Source: an optimization exercise on an open RTL-to-GDS flow (aim: small area, a short achievable clock period and few clock cycles). Production flows keep margins and buffers that such runs may drop.
Only simulation tests tie the RTL to the original design; equivalence was not proved.
Power and IR drop assume default switching activity.

===== run.sh =====
#!/bin/bash
# synth_recipe.tcl (not shown) runs the flow's synth.tcl, then flattens the netlist and writes it again
# the make line also repeats each setting of config.mk as NAME=value (left out here)
make -C /OpenROAD-flow-scripts/flow DESIGN_CONFIG=/design/flow/config.mk WORK_HOME=/design/flow/orfs CLKGATE_MAP_FILE= SYNTH_SCRIPT=/design/flow/synth_recipe.tcl finish

===== config.mk =====
export PLATFORM = sky130hd
export DESIGN_NAME = copyEngine
export DESIGN_NICKNAME = copyEngine
export VERILOG_FILES = /design/flow/design.v
export SDC_FILE = /design/flow/constraint.sdc
export NUM_CORES = 4
export LEC_CHECK = 0
export CAP_MARGIN = 20
export CORE_MARGIN = 2
export CORE_UTILIZATION = 40
export SLEW_MARGIN = 20

===== constraint.sdc =====
create_clock -name core_clock -period 10.0 [get_ports {clk}]
set_input_delay 2.0000 -clock core_clock [delete_from_list [all_inputs] [get_ports {clk}]]
set_output_delay 2.0000 -clock core_clock [all_outputs]
set_load 0.01 [all_outputs]

===== design.v =====
module copyEngine  #(
    parameter DATA_WIDTH       = 64,
    parameter ADDR_WIDTH       = 32,
    parameter LEN              = 16,
    parameter FULL_WORD_SIZE   = DATA_WIDTH / 8
) (
    input                             rstn,
    input                             clk,
    input                             src_dw_sel_i, 
    input                             dst_dw_sel_i, 
    input                             copy_i,
    input                             set_i,
    input        [7:0]                setVal_i,
    input                             flush_i,
    input        [LEN-1:0]            len_i,
    input        [ADDR_WIDTH-1:0]     src_i,
    input        [ADDR_WIDTH-1:0]     dst_i,
    output logic                      done_o,
    output logic                      mem_re_r,
    output logic [ADDR_WIDTH-1:0]     mem_rad_r,
    input                             mem_rreq_rdy,
    input        [DATA_WIDTH-1:0]     mem_rdat,
    input                             mem_rdat_rdy,
    output logic [FULL_WORD_SIZE-1:0] mem_bwe_r,
    output logic [ADDR_WIDTH-1:0]     mem_wad_r,
    output logic [DATA_WIDTH-1:0]     mem_wdat_r,
    input                             mem_wreq_rdy,
    output logic                      flush_r,
    output logic [ADDR_WIDTH-1:0]     cmd_adr_r,
    input                             cmd_rdy
);
    localparam int WORD_SIZE = FULL_WORD_SIZE / 2;
    localparam int RD_FIFO_DW = 32;
    localparam int RD_FIFO_AW = 4;
    localparam int BYTE_SHIFT = $clog2(FULL_WORD_SIZE);
    localparam int LOG_BYTE_SHIFT = $clog2(BYTE_SHIFT);
    localparam int ALIGN_BUF_SIZE = 2*RD_FIFO_DW;
    localparam int ALIGN_BUF_SIZE_BYTES = ALIGN_BUF_SIZE / 8;
    localparam int LOG_ALIGN_BUF_SIZE = $clog2(ALIGN_BUF_SIZE);
    localparam int LOG_ALIGN_BUF_SIZE_BYTES = $clog2(ALIGN_BUF_SIZE_BYTES);
    localparam int FULL_WRITE_MASK = {FULL_WORD_SIZE {1'b1}};
    localparam int WRITE_MASK = {WORD_SIZE {1'b1}};
    localparam int WRITE_FIRST=0;
    localparam int WRITE_MIDDLE=1;
    localparam int WRITE_LAST=2;
    localparam int WRITE_SKIP=3;  
    logic [BYTE_SHIFT-1:0]              srcShift, srcShift_r;
    logic [BYTE_SHIFT-1:0]              dstShift, dstShift_r;
    logic [BYTE_SHIFT:0]                readNum;
    logic [BYTE_SHIFT:0]                writeNum;
    logic [LOG_ALIGN_BUF_SIZE_BYTES:0]  readNum_s1;
    logic                               cmdBusy, cmdBusy_r;
    logic                               flush;
    logic [ADDR_WIDTH-1:0]              cmd_adr;
    logic                               rdBusy, rdBusy_r, wrBusy, wrBusy_r;
    logic [LEN-1:0]                     rdCnt, rdCnt_r, wrCnt, wrCnt_r;
    logic [ADDR_WIDTH-1:0]              srcPtr, srcPtr_r, dstPtr, dstPtr_r;
    logic [ALIGN_BUF_SIZE-1:0]          alignBuf_r, alignBuf;
    logic                               memset_run, memset_run_r;
    logic [7:0]                         memset_val, memset_val_r;
    logic                               rstall, wstall;
    logic                               firstRead_req, firstRead_req_r, firstRead_vld, firstRead_vld_r;
    logic                               firstWrite, firstWrite_r;
    logic [1:0]                         writeCase;
    logic [LOG_ALIGN_BUF_SIZE_BYTES:0]  bufNum, bufNum_r;
    logic [FULL_WORD_SIZE-1:0]          mem_bwe, bwe;
    logic [ADDR_WIDTH-1:0]              mem_wad;
    logic [DATA_WIDTH-1:0]              mem_wdat;
    logic                               mem_re;
    logic [ADDR_WIDTH-1:0]              mem_rad;
    logic                               rdfifo_reserve;
    logic                               rdfifo_we;
    logic                               rdfifo_re;
    logic [RD_FIFO_DW-1:0]              rdfifo_wdat;
    logic [RD_FIFO_DW-1:0]              rdfifo_rdat;
    logic                               rdfifo_rrdy;
    logic                               rdfifo_wrdy;
    logic                               almost_full;
    logic                               src_dw_sel, src_dw_sel_r; 
    logic                               dst_dw_sel, dst_dw_sel_r; 
    logic [LOG_BYTE_SHIFT:0]            src_word_size, src_word_size_r;
    logic [LOG_BYTE_SHIFT:0]            dst_word_size, dst_word_size_r;
    assign rdfifo_wdat =  src_dw_sel_r ? {mem_rdat[55:48], mem_rdat[39:32], mem_rdat[23:16], mem_rdat[7:0]} : mem_rdat[31:0];
    reserve_fifo #(
        .DW     (RD_FIFO_DW),
        .AW     (RD_FIFO_AW)
    ) rdfifo (
        .rstn            (rstn),
        .clk             (clk),
        .rd_en           (rdfifo_re),
        .reserve_en      (rdfifo_reserve),
        .dout            (rdfifo_rdat),
        .wr_en           (rdfifo_we),
        .din             (rdfifo_wdat),
        .wrdy            (rdfifo_wrdy),
        .rrdy            (rdfifo_rrdy)
    );
    always @(posedge clk or negedge rstn) begin
        if (~rstn) begin
            alignBuf_r <= 0;
            mem_re_r <= 0;
            mem_rad_r <= 0;
            mem_bwe_r <= 0;
            mem_wad_r <= 0;
            mem_wdat_r <= 0;
            {memset_run_r, memset_val_r, rdCnt_r, wrCnt_r, rdBusy_r, wrBusy_r, alignBuf_r, bufNum_r, srcShift_r, dstShift_r,
            firstWrite_r, firstRead_req_r, firstRead_vld_r, srcPtr_r, dstPtr_r, src_dw_sel_r,
            dst_dw_sel_r} <= 0;
            flush_r <= 0;
            cmd_adr_r <= 0;
            cmdBusy_r <= 0;
        end
        else begin
            alignBuf_r <= alignBuf;
            mem_re_r <= mem_re;
            mem_rad_r <= mem_rad;
            mem_bwe_r <= mem_bwe;
            mem_wad_r <= mem_wad;
            mem_wdat_r <= mem_wdat;
            {memset_run_r, memset_val_r, rdCnt_r, wrCnt_r, rdBusy_r, wrBusy_r, alignBuf_r, bufNum_r, srcShift_r, dstShift_r,  firstWrite_r, firstRead_req_r, firstRead_vld_r, srcPtr_r, dstPtr_r, src_dw_sel_r, dst_dw_sel_r} <=
                {memset_run, memset_val, rdCnt, wrCnt, rdBusy, wrBusy, alignBuf, bufNum, srcShift, dstShift, firstWrite, firstRead_req, firstRead_vld, srcPtr, dstPtr, src_dw_sel, dst_dw_sel};
            flush_r <= flush;
            cmd_adr_r <= cmd_adr;
            cmdBusy_r <= cmdBusy;
        end
    end
    always @(*) begin
        {memset_run, memset_val, rdCnt, wrCnt, rdBusy, wrBusy, alignBuf, bufNum, srcShift, dstShift, firstWrite, firstRead_req, firstRead_vld, srcPtr, dstPtr, src_dw_sel, dst_dw_sel}=
            {memset_run_r, memset_val_r, rdCnt_r, wrCnt_r, rdBusy_r, wrBusy_r, alignBuf_r, bufNum_r, srcShift_r, dstShift_r, firstWrite_r, firstRead_req_r, firstRead_vld_r, srcPtr_r, dstPtr_r, src_dw_sel_r, dst_dw_sel_r} ;
        {writeNum, rdfifo_re, bwe} = 0;
        writeCase = WRITE_SKIP;  
        cmdBusy = cmdBusy_r;
        cmd_adr = cmd_adr_r;
        flush = flush_r;
        if (~rdBusy_r && ~wrBusy_r && ~cmdBusy_r && (mem_bwe_r==0) && (copy_i || set_i || flush_i)) begin  
            srcShift = src_dw_sel_i ? (src_i & 7) : (src_i & 3);
            dstShift = dst_dw_sel_i ? (dst_i & 7) : (dst_i & 3);
            srcPtr = src_i;
            dstPtr = dst_i;
            rdCnt = len_i;
            wrCnt = len_i;
            firstRead_req = 1;
            firstRead_vld = 1;
            firstWrite = 1;
            rdBusy = copy_i;
            wrBusy = (copy_i || set_i);
            memset_run = set_i & ~copy_i;
            memset_val = setVal_i;
            src_dw_sel = src_dw_sel_i;
            dst_dw_sel = dst_dw_sel_i;
            cmdBusy = flush_i;
            cmd_adr = dst_i;
            flush = flush_i;
        end
        if (flush_r && cmd_rdy) begin
            cmdBusy = 0;
            cmd_adr = 0;
            flush = 0;
        end
            if(firstWrite_r==1) begin  
                if (dst_dw_sel_r) begin 
                    writeNum = (((FULL_WORD_SIZE-dstShift_r) / 2) > wrCnt_r) ? (wrCnt_r*2) : (FULL_WORD_SIZE-dstShift_r); 
                    writeCase = ((wrCnt_r <= WORD_SIZE) && ((writeNum/2)==wrCnt_r)) ? WRITE_LAST : WRITE_FIRST;
                end
                else begin
                    writeNum = ((WORD_SIZE-dstShift_r) > wrCnt_r) ? wrCnt_r : (WORD_SIZE-dstShift_r); 
                    writeCase = ((wrCnt_r <= WORD_SIZE) && (writeNum==wrCnt_r)) ? WRITE_LAST : WRITE_FIRST;
                end
                for (int b=0; b<FULL_WORD_SIZE; b++) begin
                    if (b < writeNum) bwe[dstShift_r + b] = 1;
                end
            end
            else if((wrCnt_r<=WORD_SIZE) && wrBusy_r) begin  
                bwe = shift_right_mask(WORD_SIZE-wrCnt_r, dst_dw_sel_r);          
                writeNum = dst_dw_sel_r ? (wrCnt_r*2) : wrCnt_r;
                writeCase = WRITE_LAST;
            end
            else begin
                bwe = dst_dw_sel_r ? {FULL_WORD_SIZE {1'b1}} : {WORD_SIZE {1'b1}};
                writeNum = dst_dw_sel_r ? FULL_WORD_SIZE : WORD_SIZE;
                writeCase = WRITE_MIDDLE;
            end
        rstall = (mem_rreq_rdy && rdBusy_r && rdfifo_wrdy) ? 0 : 1;
        wstall = (mem_wreq_rdy && wrBusy_r && (((bufNum_r>=writeNum && ~dst_dw_sel_r)) || (bufNum_r>=(writeNum/2) && dst_dw_sel_r))) ? 0 : 1;
        readNum = (firstRead_req_r && src_dw_sel_r) ? (FULL_WORD_SIZE - srcShift_r)/2 :
                  (firstRead_req_r && ~src_dw_sel_r) ? (WORD_SIZE - srcShift_r) :
                                                        WORD_SIZE;          
        mem_re = mem_re_r;
        mem_rad = mem_rad_r;
        if (~rstall) begin
            firstRead_req = 0;
            rdCnt = (rdCnt_r >= readNum) ? (rdCnt_r - readNum) : 0;
            rdBusy = (rdCnt==0) ? 0 : 1;
            srcPtr = srcPtr_r + (src_dw_sel_r ? readNum*2 : readNum);
            mem_re = 1;
            mem_rad = src_dw_sel_r ? (srcPtr_r >> BYTE_SHIFT) : (srcPtr_r >> (BYTE_SHIFT-1));
        end
        else if (mem_rreq_rdy) begin
            mem_re = 0;
        end
        rdfifo_reserve = mem_rreq_rdy & mem_re_r;
        rdfifo_we = mem_rdat_rdy; 
            if(~wstall) begin
                if (writeCase==WRITE_LAST) begin
                    bufNum = 0;
                    alignBuf = 0;
                end
                else if (dst_dw_sel) begin
                    bufNum -= (writeNum / 2);                  
                    alignBuf >>= (writeNum*4);          
                end
                else begin
                    bufNum -= writeNum;                  
                    alignBuf >>= (writeNum*8);          
                end
            end
            else begin
                bwe=0; writeCase=WRITE_SKIP; writeNum=0;  
            end
        readNum_s1 = (firstRead_vld_r && src_dw_sel_r) ? (FULL_WORD_SIZE - srcShift_r)/2 :
                    (firstRead_vld_r && ~src_dw_sel_r) ? (WORD_SIZE - srcShift_r) :
                                                         WORD_SIZE;          
        if(rdfifo_rrdy && ((bufNum+readNum_s1)<ALIGN_BUF_SIZE_BYTES) && ~memset_run_r) begin
            rdfifo_re = 1;
            firstRead_vld = 0;
            if(firstRead_vld_r && src_dw_sel_r) begin
                alignBuf |= (rdfifo_rdat >> (srcShift_r*4));
            end
            else if (firstRead_vld_r) begin
                alignBuf |= (rdfifo_rdat >> (srcShift_r*8));
            end
            else begin  
                alignBuf |= (rdfifo_rdat << (bufNum*8));      
            end
            bufNum += readNum_s1;  
        end
        else if ((bufNum<ALIGN_BUF_SIZE_BYTES) && memset_run_r && (writeCase!=WRITE_LAST)) begin
            alignBuf = {ALIGN_BUF_SIZE_BYTES {memset_val_r}};
            bufNum += (((ALIGN_BUF_SIZE_BYTES - bufNum) > wrCnt_r) ? wrCnt_r : (ALIGN_BUF_SIZE_BYTES - bufNum));
        end
        mem_bwe = mem_bwe_r;
        mem_wad = mem_wad_r;
        mem_wdat = mem_wdat_r;
        if (~wstall) begin
            firstWrite = 0;
            if (dst_dw_sel_r) begin
                dstPtr = dstPtr_r + writeNum;
                dstShift = (dstPtr & 7);
                mem_bwe = bwe;
                mem_wad = dstPtr_r >> BYTE_SHIFT;
                wrCnt = wrCnt_r - writeNum/2;
                if (firstWrite_r) begin
                    mem_wdat = shift_left(alignBuf_r[31:0], dstShift_r, dst_dw_sel_r); 
                end
                else begin
                    mem_wdat = {8'b0, alignBuf_r[31:24], 8'b0, alignBuf_r[23:16], 8'b0, alignBuf_r[15:8], 8'b0, alignBuf_r[7:0]};
                end
            end
            else begin
                dstPtr = dstPtr_r + writeNum;
                dstShift = (dstPtr & 3);
                mem_bwe = bwe;
                mem_wad = dstPtr_r >> (BYTE_SHIFT - 1);
                wrCnt = wrCnt_r - writeNum;
                if (firstWrite_r) begin
                    mem_wdat = shift_left(alignBuf_r[31:0], dstShift_r, dst_dw_sel_r); 
                end
                else begin
                    mem_wdat = alignBuf_r[31:0];
                end
            end
            if(writeCase==WRITE_LAST) begin
                wrBusy = 0;
                memset_run = 0;
            end
        end
        else if (mem_wreq_rdy) begin
            mem_bwe = 0;
        end
        done_o = ~rdBusy_r && ~wrBusy_r && (mem_bwe_r==0) && ~cmdBusy_r;
    end
function [DATA_WIDTH-1:0] shift_left;
    input [31:0]           dat;
    input [BYTE_SHIFT-1:0] shift;
    input                  dw_sel;
    if (dw_sel) begin
        shift_left = 0;
        for (int i=0; i<FULL_WORD_SIZE; i++) begin
            if ((i&1)==0) begin
                shift_left[(i + shift)*8 +: 8] = dat[i*8/2 +: 8];
            end
        end
    end
    else begin
        shift_left = (dat << (8*shift)) & ({{32{1'b0}}, {32{1'b1}}});
    end
endfunction
function [FULL_WORD_SIZE-1:0] shift_right_mask;
    input [BYTE_SHIFT-1:0] shift;
    input                  dw_sel;
    shift_right_mask = dw_sel ? (FULL_WRITE_MASK>>(shift*2)) : (WRITE_MASK>>shift);
endfunction
endmodule
module reserve_fifo#(
    parameter DW = 32,
    parameter AW = 1
)(
    input                   rstn,
    input                   clk,
    input                   reserve_en,
    input                   wr_en,
    input        [DW-1:0]   din,
    input                   rd_en,
    output logic [DW-1:0]   dout,
    output logic            wrdy,
    output logic            rrdy
);
    localparam DEPTH = (1 << AW);
    reg [DW-1:0]   mem[DEPTH];
    logic [AW-1:0] wptr, wptr_r;
    logic [AW-1:0] rptr, rptr_r;
    logic [AW:0]   num, num_r, reserveNum, reserveNum_r;
    logic          we;
    logic vrdy;
    always @(posedge clk or negedge rstn) begin
        if (~rstn) begin
            wptr_r <= 0;
            rptr_r <= 0;
            num_r <= 0;
            reserveNum_r<=0;
        end
        else begin
            wptr_r <= wptr;
            rptr_r <= rptr;
            num_r <= num;
            reserveNum_r<=reserveNum;
        end
    end
    always @(*) begin
        wrdy = (reserveNum_r < (DEPTH-1));
        rrdy = (num_r!=0);
        wptr = wptr_r;
        rptr = rptr_r;
        reserveNum = (reserveNum_r + reserve_en - rd_en);
        num        = num_r        + wr_en      - rd_en;
        we = 0;
        if (wr_en) begin
            wptr = wptr_r + 1;
            we = 1;
        end
        if (rd_en) begin
            rptr = rptr_r + 1;
        end
    end
    always @(posedge clk) begin
        if (we) begin
            mem[wptr_r] <= din;
        end
    end
    assign dout = mem[rptr_r];
endmodule

==> metrics.cfg <==
[status]
status=finished clean

[job]
cap_viol_max_count=0

[sta]
finalClockSkew_ns=0.0713
max_slew_margin_pct=24.6
fmax_mhz=108
finalSetupTns_ns=0
setup_violations=0
rsz0062_at_grt=no
period_minus_slack_ns=9.27
hold_viol=0
tightest_slew_ns=1.13
slew_viol_final=0
min_period_over_period_pct=92.7

[layout]
drive_gt1_share_pct=9.64
nets=4686
final_cell_mix=edfxtp_1, nand2_1, dfrtp_1, nor2_1, clkdlybuf4s50_1
syn2layout_area_growth_pct=16.2
post-route-util_pct=46.9
final_common_cell=edfxtp_1

[die]
start_util_pct=40.3
num_io_pins=334
die_w_um=346
core_sq_mm=0.116
die_area_sq_mm=0.120
rows=125
die_h_um=346

[min_path]
hp-class=flop to flop
min_path_cells=2

[synthesis]
syn_inst=4279
synth.area.mux_share_pct=11.7
synth_top_area_share_pct=32.8
yosys_warnings=2
synth_xor_area_share_pct=0.728
synth-adder-area-share_pct=2.60
synth_top_flop_cell=edfxtp_1
synth.area.top_cells=edfxtp_1, dfrtp_1, mux2i_1
netlist_area_sq_mm=0.0469
synthArstFlopShare_pct=41.8
synth_compound_area_share_pct=17.5
yosysUniqueCellTypes=106
synth-seq-area-share_pct=52.4
ys_seq_elements=880
synth.avg_cell_area_sq_um=11.0
synth_edf_count=512
synth_top_family_by_area=compound AO/OA/AOI/OAI gates
synth_largest_area_cell=edfxtp_1
yosys.area_share.simple_pct=11.3

[setup_path]
reg2reg_depth=38
worst_ep_required_time_ns=10.55
path_class=flop to flop
crit_slowest_cell=or4b_2
crit_arrival_ns=9.82
worstPathMaxFanout=38
crit_path_frequent_cell=ha_1
end_kind=flop
startpoint_type=flop
max_stage_delay_ns=0.69

[routing]
drcViolationCount=0
vias=36300
viasPerCell=6.02
ant_nets=0
drtPass1Iterations=8
routed_wl_um=149000
drtIter0Drc=3874
wl_per_cell_um=24.6

[global_route]
groute.usage.overall_pct=24.2
grt-ovfl-total=0
grt_antenna_before_repair=1
grt_pass1_vias=35000
grt_max_degree=144
grt_pass1_wl_um=225000

[place]
dp_hpwl_um=98000
place_congestion=0.951
port_buffers=313

[clocking]
htree_levels=3
cts_made_buffers=97
cts.sinks=880
clock_latency_ns=0.72
hold_buffers=0
cts_buffer_depth=3
cts_root_buffer=clkbuf_16
cts_tree=built
clk_pin_slew_worst_paths_ns=0.06

[power]
p_leak_nw=20.6
p_per_area_mw_per_mm2=288
peakVddDrop_mv=0.180

[registers in the layout, summed over array words and instances (netlist names), 5 cells and up]
register / count
srcPtr_r: 32
cmd_adr_r: 32
rdCnt_r: 16
mem_rad_r: 30
rdfifo.mem: 512
mem_bwe_r: 8
dstPtr_r: 32
memset_val_r: 8
mem_wad_r: 30
wrCnt_r: 16
rdfifo.reserveNum_r: 5
mem_wdat_r: 64
alignBuf_r: 64
rdfifo.num_r: 5
[kinds of logic (layout without fill, tap and decap cells)]
| logic type | after synthesis | in the layout |
|---|---|---|
| AOI/OAI and AO/OA | 1210 | 1210 |
| and+or+nand+nor | 1187 | 1187 |
| DFF | 880 | 880 |
| muxes | 446 | 446 |
| buffers and inverters | 424 | 653 |
| adders and majority gates | 92 | 92 |
| xor gates and xnor gates | 39 | 39 |
| other | 1 | 7 |
[synth_stat cells (all sizes together) (44+ instances only)]
master	instances
a22oi	75
clkbuf	241
o21ai	318
a211oi	45
edfxtp	512
mux2	58
nand3	125
a21oi	240
and2	49
inv	84
ha	79
dfrtp	368
nor3	45
nand2	506
buf	95
a221oi	108
nor2	315
a222oi	44
mux4	77
mux2i	311
[where the power goes]
group          internal, mW  total (mW)  leakage (nW)  switching, mW
sequential             4.48        5.25          9.23          0.766
clock                  2.02        3.54          1.52           1.51
combinational          2.67        6.92          9.86           4.25
total                  9.18        15.7          20.6           6.52
[metal layers]
metal  vias to the layer above  global-route usage [%]  routed length (um)
li1                      16600                       -                   -
met1                     18000                    33.6               65000
met2                      1428                    39.2               69900
met3                       266                    3.42                9230
met4                         0                    7.27                4410
met5                         -                       0                   0
[stage by stage]
stage                     total power, mW  hold WS [ns]  worst slack, ns  std cells  cell area [sq um]
final                                15.7         0.464            0.733       6038              54500
after global routing                 16.6         0.496           0.0346       6037              54500
after CTS                            15.7         0.470            0.439       6036              54400
after detailed placement             12.1         0.458            0.518       5859              51300
after global placement               12.0         0.452            0.586       5857              51300
after floorplan                      9.75         0.446             1.08       4283              46900
[critical path, delay by kind of cell, from the launching register on]
| kind | cells | cell delay (ns) |
|---|---|---|
| buffers and inverters | 4 | 0.69 |
| AND/OR/NAND/NOR | 9 | 2.09 |
| XOR/XNOR | 1 | 0.16 |
| flip-flops | 1 | 0.38 |
| AO/OA/AOI/OAI | 15 | 3.01 |
| adder cells (fa/ha/maj) | 9 | 2.79 |
[final cells by class]
cell class / instances / area (sq um)
fill: 10600 / 61700
sequential: 880 / 24600
multi-input combinational: 2979 / 20700
timing repair buffer: 388 / 3740
clock buffer: 136 / 2690
tap: 1524 / 1910
clock inverter: 41 / 453
inverter: 88 / 343
antenna: 2 / 5.00
[repair_timing]
item	in CTS	in global routing
endpoints found under the setup margin	0	3
buffers inserted	0	0
resized for setup	0	3
endpoints found under the hold margin	0	0
[final timing paths]
path                                from        endpoint  slack (ns)
setup / recovery             dstPtr_r[1]     bufNum_r[2]        0.73
min in group asynchronous           rstn  alignBuf_r[24]        1.33
hold / removal             mem_rad_r[29]   mem_rad_r[29]        0.46
setup reg to reg             dstPtr_r[1]     bufNum_r[2]        0.73
hold reg to reg            mem_rad_r[29]   mem_rad_r[29]        0.46
max in group asynchronous           rstn    src_dw_sel_r        7.23
Testbench counts, summed over its fixed seeds: cycles 26,377.

[re-timing with driven ports]
The results above use ideal ports. As a check the final layout listed here was re-extracted and re-timed, cells and wires unchanged. Step 1 assumes that a clkbuf_16 drives the clock port and a buf_2 every other input. Step 2 moves the port delays by t, midway between the first and last clock arrival at a register: inputs arrive t later, outputs are due t later. That takes back most of the time a late clock gives input paths. a / b / c = ideal / step 1 / step 2; a / b = the first two.
t, ns: 0.750
setup slack, ns: 0.733 / 0.733 / 0.733
worst setup path at the end: register to register
clock arrival spread, ns: 0.072 / 0.071
After both steps setup and hold are still met in this run. For this run, drivers alone change the setup slack by 0.000 ns; drivers and shift together by 0.000 ns.
